What follows belongs to an exercise in optimizing a design on an open flow for small area; a production flow would make more cautious choices.
Function was checked by simulation only, so behaviour that the tests miss may differ from the original.
The clock input has no modelled driver; a real chip could not lean on it and would need a root buffer or a full tree.
Power is estimated from default activity; no workload was simulated.

==> flow/design.v <==
module ChangingLED (
    input clk_24M,
    input rst,           
    output wire led_r,
    output wire led_g,
    output wire led_b,
    input wire btn_a_i,
    input wire btn_b_i
);
reg [8:0] A;
wire [6:0] a = A[8:2];
wire tick = A[1] & A[0];
wire aEnd = A[8] & A[7] & A[3] & A[2] & tick;    
wire [8:0] AT = {&A[7:0], &A[6:0], &A[5:0], &A[4:0], &A[3:0], &A[2:0], &A[1:0], A[0], 1'b1};
always @(posedge clk_24M) begin
    if (rst)       A <= 9'd2;
    else if (aEnd) A <= 9'd0;
    else           A <= A ^ AT;
end
wire m = (a[5] & ~a[4] & ~a[3] & a[2] & a[1] & ~a[0]) |           
         (a[5] & a[4] & a[3] & a[2] & a[1] & a[0]) |              
         (a[6] & a[4] & a[3] & ~a[2] & ~a[1] & ~a[0]) |           
         (~a[6] & ~a[5] & ~a[4] & a[3] & a[2] & ~a[1] & a[0]);    
reg [2:0] c;
always @(posedge clk_24M) begin
    if (rst)           c <= 3'b000;
    else if (tick & m) c <= {c[1], c[0], ~c[2] & ~c[1]};
end
wire step1 = tick & m & c[1] & c[0];
reg [3:0] sr;
reg [9:0] cnt;
reg       btn;       
wire dirB = sr[0];
wire cntTop = ~cnt[0] & ~cnt[2] & ~cnt[3] & cnt[4] & ~cnt[5] & ~cnt[6] & ~cnt[8] & ~cnt[9];   
wire cntBot = ~cnt[0] & ~cnt[2] & ~cnt[3] & ~cnt[4] & ~cnt[6] & ~cnt[7] & cnt[8] & ~cnt[9];   
wire cntDone = dirB ? cntTop : cntBot;
wire stable = (&sr) | ~(|sr);
wire [9:0] cntUp = {cnt[8:0], cnt[9] ^ cnt[6]};
wire [9:0] cntDn = {cnt[0] ^ cnt[7], cnt[9:1]};
always @(posedge clk_24M) begin
    if (rst) begin
        sr  <= 4'b1111;
        cnt <= 10'h092;      
        btn <= 1'b1;
    end else if (tick) begin
        sr <= {sr[2:0], btn_b_i};
        if (!cntDone) cnt <= dirB ? cntUp : cntDn;
        if (cntDone && stable) btn <= dirB;
    end
end
reg btnD;
always @(posedge clk_24M) begin
    if (rst)       btnD <= 1'b1;
    else if (tick) btnD <= btn;
end
reg [2:0] bin;
wire [2:0] gray = {bin[2], bin[2:1] ^ bin[1:0]};
wire [2:0] jsel = bin[0] ? 3'b001 : bin[1] ? 3'b010 : 3'b100;
wire xIn = |(jsel & gray);
wire yUsed = bin[2] | bin[1];
reg [5:0] rx, ry;
wire dirX = btnD & xIn;
wire dirY = btnD;
wire dX = dirX ? (rx[5] & rx[4] & rx[1]) : ~(|rx);
wire dY = dirY ? (ry[5] & ry[4] & ry[1]) : ~(|ry);
wire [5:0] xx = dirX ? rx : ~rx;
wire [5:0] xy = dirY ? ry : ~ry;
wire [5:0] tx = {&xx[4:0], &xx[3:0], &xx[2:0], &xx[1:0], xx[0], 1'b1};
wire [5:0] ty = {&xy[4:0], &xy[3:0], &xy[2:0], &xy[1:0], xy[0], 1'b1};
wire step = btnD & dX & (dY | ~yUsed);
wire [2:0] nbin = bin ^ {bin[1] & bin[0], bin[0], 1'b1};
wire nxIn = (nbin == 3'd1) | (nbin == 3'd2) | (nbin == 3'd4) | (nbin == 3'd5);
always @(posedge clk_24M) begin
    if (rst) begin
        rx <= 6'd0;
        ry <= 6'd0;
        bin <= 3'd0;
    end else if (step1) begin
        if (step) begin
            bin <= nbin;
            rx <= nxIn ? 6'd0 : 6'd50;
            ry <= 6'd50;
        end else begin
            if (!dX) rx <= rx ^ tx;
            if (!dY) ry <= ry ^ ty;
        end
    end
end
wire [5:0] lx, ly;
assign lx[0] = ~a[0] | rx[0];
assign ly[0] = ~a[0] | ry[0];
genvar i;
generate
    for (i = 1; i < 6; i = i + 1) begin : cmp
        assign lx[i] = (~a[i] & rx[i]) | (~a[i] & lx[i-1]) | (rx[i] & lx[i-1]);
        assign ly[i] = (~a[i] & ry[i]) | (~a[i] & ly[i-1]) | (ry[i] & ly[i-1]);
    end
endgenerate
wire aPos = ~a[6] & (|a[5:0]);
wire px = aPos & lx[5];
wire py = aPos & ly[5];
wire [2:0] pwm = (jsel & {3{px}}) | (~jsel & gray & {3{py}});
assign led_r = ~pwm[2];
assign led_g = ~pwm[1];
assign led_b = ~pwm[0];
endmodule
export LEC_CHECK = 0
export CAP_MARGIN = 20
export CORE_MARGIN = 2
export CORE_UTILIZATION = 40
export SLEW_MARGIN = 20
create_clock -name core_clock -period 20.0 [get_ports {clk_24M}]
standard.sh (not shown) runs the stock make flow with config.mk's settings and CLKGATE_MAP_FILE= SYNTH_SCRIPT=/design/flow/synth_recipe.tcl, a recipe that flattens the netlist after the stock synthesis.
==> flow/flow/run.sh <==
#!/bin/bash
# Own layout flow: the standard flow (standard.sh) with these changes to
# how the layout is made:
#  - synthesis maps the logic with an area-oriented ABC script
#    (flow/abc_area.script, in place of ORFS's abc_speed.script) and without
#    ORFS's separate half/full-adder cell step (ADDER_MAP_FILE empty);
#    registers, their names and cell types are those of the standard synthesis;
#  - the port buffers are buf_1 cells;
#  - clock tree synthesis adds no dummy loads.
# Each tool's output goes to ORFS's per-step logs under orfs/logs/, and make's
# output to flow_make.log here.
set -euo pipefail
W=$(pwd)
rm -rf "$W/scripts_area"
cp -r "$FLOW_HOME/scripts" "$W/scripts_area"
cp "$W/flow/abc_area.script" "$W/scripts_area/abc_speed.script"
export SCRIPTS_DIR="$W/scripts_area"
export ADDER_MAP_FILE=
export BUFFER_PORTS_ARGS="-buffer_cell sky130_fd_sc_hd__buf_1"
export CTS_ARGS="-sink_clustering_enable -repair_clock_nets -dont_use_dummy_load"
export RECOVER_POWER=100
EXTRA="RECOVER_POWER=100"
bash standard.sh SCRIPTS_DIR="$SCRIPTS_DIR" ADDER_MAP_FILE= \
    BUFFER_PORTS_ARGS="$BUFFER_PORTS_ARGS" CTS_ARGS="$CTS_ARGS" $EXTRA finish \
    > "$W/flow_make.log" 2>&1
==> flow/flow/abc_area.script <==
strash
ifraig
dc2
dch -f
amap
topo
==> next run, changes <==
--- a/flow/flow/run.sh
+++ b/flow/flow/run.sh
@@ -20 +20 @@
-export CTS_ARGS="-sink_clustering_enable -repair_clock_nets -dont_use_dummy_load"
+export CTS_ARGS="-repair_clock_nets -dont_use_dummy_load -buf_list sky130_fd_sc_hd__clkbuf_16"
Outcome: Worst setup slack gains 0.022 ns. Via count is about the same. Cell area climbs by 2.5%. Area after synthesis stays the same. Fmax climbs by 0.35%. Power climbs by 14%.
==> next run, changes <==
--- a/flow/flow/run.sh
+++ b/flow/flow/run.sh
@@ -20,3 +20,2 @@
-export CTS_ARGS="-repair_clock_nets -dont_use_dummy_load -buf_list sky130_fd_sc_hd__clkbuf_16"
-export RECOVER_POWER=100
-EXTRA="RECOVER_POWER=100"
+export CTS_ARGS="-sink_clustering_enable -repair_clock_nets -dont_use_dummy_load"
+EXTRA=${EXTRA:-}
Effect:
- wire length hardly moves
- area after synthesis stays the same
- non-clock buffer count stays the same
- synthesized cell count is unchanged
- register-to-register slack gets better by 0.10 ns
- clock-buffer cell count does not change
- via count is about the same
- final cell count is unchanged
==> next run, changes <==
--- a/flow/flow/run.sh
+++ b/flow/flow/run.sh
@@ -9 +9,3 @@
-#  - clock tree synthesis adds no dummy loads.
+#  - in place of clock tree synthesis, two clock buffers (flow/clock_buffer.tcl)
+#    drive the flip-flop clock pins;
+#  - timing repair after global routing may downsize cells (RECOVER_POWER).
@@ -16,0 +19,2 @@
+sed -i "s|^log_cmd clock_tree_synthesis .*|source $W/flow/clock_buffer.tcl|" "$W/scripts_area/cts.tcl"
+grep -q clock_buffer.tcl "$W/scripts_area/cts.tcl"
@@ -21 +25,2 @@
-EXTRA=${EXTRA:-}
+export RECOVER_POWER=100
+EXTRA="RECOVER_POWER=100"
==> flow/flow/abc_area.script (replaced) <==
strash
ifraig
dc2
&get -n
&deepsyn -T 20
&put
dch -f
amap
topo
==> flow/flow/clock_buffer.tcl (new file) <==
# Clock distribution in place of TritonCTS: the flip-flops are split into
# two halves by x position; in each half one clock buffer, placed at the
# centre of its flip-flops, drives their clock pins. Both buffers are the
# same cell and are driven straight from the clock port.
proc my_clock_buffers { } {
  set block [ord::get_db_block]
  set db [ord::get_db]
  set clk_net [$block findNet clk_24M]
  set master [$db findMaster sky130_fd_sc_hd__clkbuf_16]
  set sinks {}
  foreach it [$clk_net getITerms] {
    set box [[$it getInst] getBBox]
    lappend sinks [list [expr { ([$box xMin] + [$box xMax]) / 2 }] [expr { ([$box yMin] + [$box yMax]) / 2 }] $it]
  }
  set sinks [lsort -integer -index 0 $sinks]
  set n [llength $sinks]
  set half [expr { $n / 2 }]
  set groups [list [lrange $sinks 0 [expr { $half - 1 }]] [lrange $sinks $half end]]
  set k 0
  foreach group $groups {
    set buf [odb::dbInst_create $block $master clkbuf_0_clk_$k]
    set net [odb::dbNet_create $block clknet_0_clk_$k]
    $net setSigType CLOCK
    set sx 0
    set sy 0
    foreach s $group {
      lassign $s x y it
      set sx [expr { $sx + $x }]
      set sy [expr { $sy + $y }]
      $it disconnect
      $it connect $net
    }
    [$buf findITerm A] connect $clk_net
    [$buf findITerm X] connect $net
    set m [llength $group]
    $buf setLocation [expr { $sx / $m }] [expr { $sy / $m }]
    $buf setPlacementStatus PLACED
    puts "clock buffer $k drives $m clock pins"
    incr k
  }
  set_propagated_clock [all_clocks]
}
my_clock_buffers
=> Wire length falls by a few percent. Total power falls by a little under a tenth. Final area fell by a few percent. Synthesized cell count goes down by a few percent. First-iteration DRC count is lower by roughly a tenth. Die area falls by a few percent.
==> next run, changes <==
--- a/flow/flow/run.sh
+++ b/flow/flow/run.sh
@@ -9,3 +9 @@
-#  - in place of clock tree synthesis, two clock buffers (flow/clock_buffer.tcl)
-#    drive the flip-flop clock pins;
-#  - timing repair after global routing may downsize cells (RECOVER_POWER).
+#  - clock tree synthesis adds no dummy loads.
@@ -19,2 +16,0 @@
-sed -i "s|^log_cmd clock_tree_synthesis .*|source $W/flow/clock_buffer.tcl|" "$W/scripts_area/cts.tcl"
-grep -q clock_buffer.tcl "$W/scripts_area/cts.tcl"
@@ -24 +20 @@
-export CTS_ARGS="-sink_clustering_enable -repair_clock_nets -dont_use_dummy_load"
+export CTS_ARGS="-sink_clustering_enable -repair_clock_nets -dont_use_dummy_load -sink_clustering_size 50 -sink_clustering_max_diameter 300"
==> flow/flow/abc_area.script (replaced) <==
strash
ifraig
dc2
dch -f
amap
topo
removed: flow/flow/clock_buffer.tcl
What happened: Power rises by 7.5%. Sequential cell count is unchanged. Via count rises by 5.1%. Synthesized cell count rises by 2.9%. Sequential power rises by about 0.7%. Design area rises by 3.4%.
==> next run, changes <==
--- a/flow/flow/run.sh
+++ b/flow/flow/run.sh
@@ -9 +9,3 @@
-#  - clock tree synthesis adds no dummy loads.
+#  - in place of clock tree synthesis, two clock buffers (flow/clock_buffer.tcl)
+#    drive the flip-flop clock pins;
+#  - timing repair after global routing may downsize cells (RECOVER_POWER).
@@ -16,0 +19,2 @@
+sed -i "s|^log_cmd clock_tree_synthesis .*|source $W/flow/clock_buffer.tcl|" "$W/scripts_area/cts.tcl"
+grep -q clock_buffer.tcl "$W/scripts_area/cts.tcl"
@@ -20 +24 @@
-export CTS_ARGS="-sink_clustering_enable -repair_clock_nets -dont_use_dummy_load -sink_clustering_size 50 -sink_clustering_max_diameter 300"
+export CTS_ARGS="-sink_clustering_enable -repair_clock_nets -dont_use_dummy_load"
==> flow/flow/clock_buffer.tcl (new file) <==
# Clock distribution in place of TritonCTS: the flip-flops are split into
# two halves by x position; in each half one clock buffer, placed at the
# centre of its flip-flops, drives their clock pins. Both buffers are the
# same cell and are driven straight from the clock port.
proc my_clock_buffers { } {
  set block [ord::get_db_block]
  set db [ord::get_db]
  set clk_net [$block findNet clk_24M]
  set master [$db findMaster sky130_fd_sc_hd__clkbuf_16]
  set sinks {}
  foreach it [$clk_net getITerms] {
    set box [[$it getInst] getBBox]
    lappend sinks [list [expr { ([$box xMin] + [$box xMax]) / 2 }] [expr { ([$box yMin] + [$box yMax]) / 2 }] $it]
  }
  set sinks [lsort -integer -index 0 $sinks]
  set n [llength $sinks]
  set half [expr { $n / 2 }]
  set groups [list [lrange $sinks 0 [expr { $half - 1 }]] [lrange $sinks $half end]]
  set k 0
  foreach group $groups {
    set buf [odb::dbInst_create $block $master clkbuf_0_clk_$k]
    set net [odb::dbNet_create $block clknet_0_clk_$k]
    $net setSigType CLOCK
    set sx 0
    set sy 0
    foreach s $group {
      lassign $s x y it
      set sx [expr { $sx + $x }]
      set sy [expr { $sy + $y }]
      $it disconnect
      $it connect $net
    }
    [$buf findITerm A] connect $clk_net
    [$buf findITerm X] connect $net
    set m [llength $group]
    $buf setLocation [expr { $sx / $m }] [expr { $sy / $m }]
    $buf setPlacementStatus PLACED
    puts "clock buffer $k drives $m clock pins"
    incr k
  }
  set_propagated_clock [all_clocks]
}
my_clock_buffers
Effect: The new run completed without violations. Final cell count is lower slightly. Synthesized area does not change. Wire length is lower slightly. Die area is unchanged. Global-route usage is lower by 1.2 points. Cell area is lower slightly. Sequential power hardly moves. Via count is lower by a few percent. Sequential cell count is unchanged. Worst setup slack gets better by 0.12 ns.
The clock cells of the fourth and sixth runs of this note come from the design's own scripts or RTL, not from TritonCTS.

==> re-timing with driven ports <==
How much do the figures lean on ideal ports? The routed layouts below were timed once more, with nothing changed but the port constraints.
Step 1 assumes that a clkbuf_16 drives the clock port and a buf_2 every other input.
Step 2 moves the port delays by t, midway between the first and last clock arrival at a register: inputs arrive t later, outputs are due t later. That takes back most of the time a late clock gives input paths.
Slacks: ideal / step 1 / step 2; pairs: ideal / step 1.
| run | shift t [ns] | slack for setup (ns) | hold slack, ns | worst setup path after step 2 | cell pins on the clock port's net |
|---|---|---|---|---|---|
| the first run | 0.309 | 13.775 / 13.747 / 13.726 | 0.449 / 0.449 / 0.449 | input to register | 1 |
| the second run | 0.302 | 13.797 / 13.767 / 13.725 | 0.443 / 0.443 / 0.443 | input to register | 1 |
| the third run | 0.309 | 13.776 / 13.748 / 14.057 | 0.449 / 0.449 / 0.449 | register to output | 1 |
| the fourth run | 0.199 | 13.856 / 13.810 / 14.009 | 0.424 / 0.424 / 0.424 | register to output | 2 |
| the fifth run | 0.309 | 13.775 / 13.747 / 13.726 | 0.449 / 0.449 / 0.449 | input to register | 1 |
| the sixth run | 0.194 | 13.896 / 13.875 / 13.725 | 0.450 / 0.450 / 0.450 | input to register | 2 |
After both steps every run listed still meets setup and hold. The setup slack of the sixth run, which loses most, moves by -0.021 ns with the drivers and by -0.171 ns with both steps.
